This is an optimization exercise on Yosys and OpenROAD, whose aim is small area, not a production implementation.
Power figures rest on the tool's default switching activity, not on a simulated workload.

==> flow/design.v <==
`timescale 1ns / 1ps
module check_receive_window (
	input clk,
	input rst_n,
	input [63:0] in_tt_data,
	input [7:0] in_tt_ctrl,
	input in_tt_wr,
	input in_buffer_rdy,
	input in_table_wr,
	input [15:0] in_port_number,
	input [15:0] in_buffer_number,
	input [63:0] in_window_start,
	input [63:0] in_window_end,
	input [63:0] in_global_time,
	input [15:0] in_flow_id,
	input in_tt_flag,
	input [15:0] in_tt_length,
	output reg out_tt_flag_clear,
	output [63:0] out_buffer_data,
	output [7:0] out_buffer_ctrl,
	output out_buffer_wr,
	output out_tt_rdy,
	output [3:0] out_switch_port,
	output [3:0] out_switch_buffer,
	output reg out_table_rdy
);
	localparam CHECK_TIME = 2'd0, WAIT_DATA = 2'd1, DROP_DATA = 2'd2, CHECK_ID = 2'd3;
	reg entry_active;           
	reg armed;                  
	reg [3:0] port_onehot;
	reg [3:0] buffer_number;
	reg [63:0] window_start;
	reg [63:0] window_end;
	reg [15:0] flow_id;
	reg [15:0] tt_length;
	reg [1:0] state2;
	reg [1:0] count;            
	reg header_ok;
	reg [63:0] word_a;          
	reg [63:0] word_b;          
	wire carry4 = window_end[3] | (window_end[2] & window_end[1]);
	wire [63:0] end_plus;
	wire [64:4] inc_c;
	assign end_plus[0] = window_end[0];
	assign end_plus[1] = ~window_end[1];
	assign end_plus[2] = window_end[2] ^ window_end[1];
	assign end_plus[3] = ~(window_end[3] ^ (window_end[2] & window_end[1]));
	genvar gi;
	generate
		for (gi = 4; gi < 64; gi = gi + 1) begin : inc
			assign end_plus[gi] = window_end[gi] ^ inc_c[gi];
			if ((gi - 4) % 12 == 11 || gi == 63) begin : last
				assign inc_c[gi + 1] = 1'b0;
			end else begin : mid
				assign inc_c[gi + 1] = window_end[gi] & inc_c[gi];
			end
		end
		for (gi = 4; gi < 64; gi = gi + 12) begin : blk
			if (gi == 4) begin : first
				assign inc_c[gi] = carry4;
			end else begin : rest
				assign inc_c[gi] = carry4 & (&window_end[gi - 1:4]);
			end
		end
	endgenerate
	wire expired, start_ok, end_ok;
	ge64 ge_exp (.a(in_global_time), .b(end_plus), .y(expired));
	gerip64 ge_start (.a(word_a), .b(window_start), .y(start_ok));
	gerip64 ge_end (.a(window_end), .b(word_a), .y(end_ok));
	wire time_ok = start_ok && end_ok;
	wire id_ok = word_b[63:32] == {flow_id, tt_length};
	wire ctrl_end = in_tt_ctrl == 8'h01;
	wire in_check = state2 == CHECK_TIME;
	wire in_wait = state2 == WAIT_DATA;
	wire take0 = in_check && armed && count == 2'd0 && in_tt_wr;
	wire take1 = in_check && count == 2'd1 && in_tt_wr;
	wire fwd_hdr = in_wait && (count == 2'd1 || count == 2'd2);
	wire pass = in_wait && count == 2'd3;
	always @(posedge clk or negedge rst_n) begin
		if (!rst_n) begin
			entry_active <= 1'b0;
			armed <= 1'b0;
			out_table_rdy <= 1'b0;
			out_tt_flag_clear <= 1'b0;
		end else begin
			out_table_rdy <= !entry_active && !in_table_wr;
			out_tt_flag_clear <= entry_active && expired && in_tt_flag && header_ok;
			if (!entry_active) begin
				if (in_table_wr) begin
					entry_active <= 1'b1;
					armed <= 1'b1;
				end
			end else if (expired && (!in_tt_flag || header_ok)) begin
				entry_active <= 1'b0;
			end
		end
	end
	always @(posedge clk) begin
		if (!entry_active && in_table_wr) begin
			port_onehot <= {in_port_number == 16'd4, in_port_number == 16'd3,
			                in_port_number == 16'd2, in_port_number == 16'd1};
			buffer_number <= in_buffer_number[3:0];
			window_start <= in_window_start;
			window_end <= in_window_end;
			flow_id <= in_flow_id;
			tt_length <= in_tt_length;
		end
	end
	always @(posedge clk or negedge rst_n) begin
		if (!rst_n) begin
			state2 <= CHECK_TIME;
			count <= 2'd0;
			header_ok <= 1'b0;
		end else begin
			case (state2)
			CHECK_TIME: begin
				if (count == 2'd2) begin
					count <= 2'd0;
					if (time_ok) begin
						header_ok <= 1'b1;
						state2 <= CHECK_ID;
					end else begin
						state2 <= DROP_DATA;
					end
				end else if (take0 || take1) begin
					count <= count + 2'd1;
					header_ok <= 1'b0;
				end
			end
			CHECK_ID: state2 <= id_ok ? WAIT_DATA : DROP_DATA;
			DROP_DATA: if (ctrl_end) state2 <= CHECK_TIME;
			WAIT_DATA: begin
				if (count >= 2'd2 && ctrl_end) begin
					state2 <= CHECK_TIME;
					count <= 2'd0;
				end else if (count != 2'd3) begin
					count <= count + 2'd1;
				end
			end
			endcase
		end
	end
	always @(posedge clk) begin
		if (take0 || take1) word_b <= in_tt_data;
		if (take1 || (in_wait && count == 2'd1)) word_a <= word_b;
	end
	assign out_tt_rdy = (in_check && count == 2'd0) || state2 == DROP_DATA || (pass && in_buffer_rdy);
	assign out_buffer_wr = fwd_hdr || (pass && in_tt_wr);
	assign out_buffer_data = fwd_hdr ? word_a : in_tt_data;
	assign out_buffer_ctrl = fwd_hdr ? 8'd0 : in_tt_ctrl;
	assign out_switch_port = port_onehot;
	assign out_switch_buffer = buffer_number;
endmodule
module ge64 (
	input [63:0] a,
	input [63:0] b,
	output y
);
	wire [63:0] g0 = a & ~b;
	wire [63:0] t0 = a | ~b;
	wire [31:0] g1, t1;
	wire [15:0] g2, t2;
	wire [7:0] g3, t3;
	wire [3:0] g4, t4;
	wire [1:0] g5, t5;
	genvar i;
	generate
		for (i = 0; i < 32; i = i + 1) begin : l1
			assign g1[i] = g0[2*i+1] | (t0[2*i+1] & g0[2*i]);
			assign t1[i] = t0[2*i+1] & t0[2*i];
		end
		for (i = 0; i < 16; i = i + 1) begin : l2
			assign g2[i] = g1[2*i+1] | (t1[2*i+1] & g1[2*i]);
			assign t2[i] = t1[2*i+1] & t1[2*i];
		end
		for (i = 0; i < 8; i = i + 1) begin : l3
			assign g3[i] = g2[2*i+1] | (t2[2*i+1] & g2[2*i]);
			assign t3[i] = t2[2*i+1] & t2[2*i];
		end
		for (i = 0; i < 4; i = i + 1) begin : l4
			assign g4[i] = g3[2*i+1] | (t3[2*i+1] & g3[2*i]);
			assign t4[i] = t3[2*i+1] & t3[2*i];
		end
		for (i = 0; i < 2; i = i + 1) begin : l5
			assign g5[i] = g4[2*i+1] | (t4[2*i+1] & g4[2*i]);
			assign t5[i] = t4[2*i+1] & t4[2*i];
		end
	endgenerate
	assign y = g5[1] | (t5[1] & (g5[0] | t5[0]));
endmodule
module gerip64 (
	input [63:0] a,
	input [63:0] b,
	output y
);
	wire [64:0] c;
	assign c[0] = 1'b1;
	genvar i;
	generate
		for (i = 0; i < 64; i = i + 1) begin : r
			assign c[i + 1] = (a[i] & ~b[i]) | ((a[i] | ~b[i]) & c[i]);
		end
	endgenerate
	assign y = c[64];
endmodule
==> flow/config.mk <==
export PLATFORM = sky130hd
export DESIGN_NAME = check_receive_window
export DESIGN_NICKNAME = check_receive_window
export VERILOG_FILES = /design/flow/design.v
export SDC_FILE = /design/flow/constraint.sdc
export NUM_CORES = 4
export LEC_CHECK = 0
export CAP_MARGIN = 20
export CORE_MARGIN = 2
export CORE_UTILIZATION = 40
export SLEW_MARGIN = 20
==> flow/constraint.sdc <==
create_clock -name core_clock -period 5.0 [get_ports {clk}]
set_input_delay 1.0000 -clock core_clock [delete_from_list [all_inputs] [get_ports {clk}]]
set_output_delay 1.0000 -clock core_clock [all_outputs]
set_load 0.01 [all_outputs]
standard.sh (not shown) runs the stock make flow with config.mk's settings and CLKGATE_MAP_FILE= SYNTH_SCRIPT=/design/flow/synth_recipe.tcl, a recipe that flattens the netlist after the stock synthesis.
==> flow/flow/run.sh <==
#!/bin/bash
# ORFS layout with an area-oriented ABC mapping, smaller port buffers and a
# leaner clock tree. Everything else is the standard flow (standard.sh).
set -euo pipefail
here=$(pwd)
# copy of the ORFS scripts with only the ABC script replaced
rm -rf "$here/orfs_scripts"
cp -r "$FLOW_HOME/scripts" "$here/orfs_scripts"
cp "$here/flow/abc.script" "$here/orfs_scripts/abc_speed.script"
export SCRIPTS_DIR="$here/orfs_scripts"
export BUFFER_PORTS_ARGS="-buffer_cell sky130_fd_sc_hd__buf_1"
export CTS_ARGS="-sink_clustering_enable -repair_clock_nets -dont_use_dummy_load -buf_list sky130_fd_sc_hd__clkbuf_8 -sink_clustering_size 16 -sink_clustering_max_diameter 80"
bash standard.sh > flow_make.log 2>&1
==> flow/flow/abc.script <==
strash
dch
map -D 3000
strash
dch
map -D 3000
topo
stime -c
buffer -c
upsize -c
dnsize -c
The first run finished with setup timing left.
Edit:
--- a/flow/design.v
+++ b/flow/design.v
@@ -62,14 +62,14 @@
 				assign inc_c[gi] = carry4 & (&window_end[gi - 1:4]);
 			end
 		end
 	endgenerate
 	wire expired, start_ok, end_ok;
 	ge64 ge_exp (.a(in_global_time), .b(end_plus), .y(expired));
-	gerip64 ge_start (.a(word_a), .b(window_start), .y(start_ok));
-	gerip64 ge_end (.a(window_end), .b(word_a), .y(end_ok));
+	ge64 ge_start (.a(word_a), .b(window_start), .y(start_ok));
+	ge64 ge_end (.a(window_end), .b(word_a), .y(end_ok));
 	wire time_ok = start_ok && end_ok;
 	wire id_ok = word_b[63:32] == {flow_id, tt_length};
 	wire ctrl_end = in_tt_ctrl == 8'h01;
 	wire in_check = state2 == CHECK_TIME;
 	wire in_wait = state2 == WAIT_DATA;
 	wire take0 = in_check && armed && count == 2'd0 && in_tt_wr;
@@ -185,21 +185,6 @@
 			assign g5[i] = g4[2*i+1] | (t4[2*i+1] & g4[2*i]);
 			assign t5[i] = t4[2*i+1] & t4[2*i];
 		end
 	endgenerate
 	assign y = g5[1] | (t5[1] & (g5[0] | t5[0]));
 endmodule
-module gerip64 (
-	input [63:0] a,
-	input [63:0] b,
-	output y
-);
-	wire [64:0] c;
-	assign c[0] = 1'b1;
-	genvar i;
-	generate
-		for (i = 0; i < 64; i = i + 1) begin : r
-			assign c[i + 1] = (a[i] & ~b[i]) | ((a[i] | ~b[i]) & c[i]);
-		end
-	endgenerate
-	assign y = c[64];
-endmodule
Effect: This time the run passed the timing, design-rule and antenna checks. Count of clock-buffer cells in the layout rises by 2. Non-clock buffer count goes down by 15. Total power goes up by 2.6%. Wire length increases by 5.2%. Final area grows by 0.63%. Register-to-register slack is better by 1.3 ns. Worst hold slack degrades by 0.0076 ns. Setup slack improved by 1.3 ns. Area after synthesis grows by 2.1%. Clock skew hardly moves. Die area rises by 2.1%.
No run of this note included a check of the RTL's function; only the layout flow was run.

-- static timing again, ports no longer ideal --
The results above use ideal ports. As a check the final layouts listed here were re-extracted and re-timed, cells and wires unchanged.
Step 1 sets driving cells, clkbuf_16 on the clock port and buf_2 on the other inputs (assumed; they add their load-dependent delay and slew).
Step 2 adds t to the input delays and takes it off the output delays; t is the mean of the earliest and latest rising clock arrival at the registers after step 1. Input paths then give back, and output paths get back, about the clock's delay inside the block.
Slacks: ideal / step 1 / step 2; pairs: ideal / step 1.
run | t (ns) | setup slack, ns | worst setup path after step 2
the first run | 0.596 | -0.665 / -0.665 / -0.665 | register to register
the second run | 0.606 | 0.622 / 0.622 / 0.622 | register to register
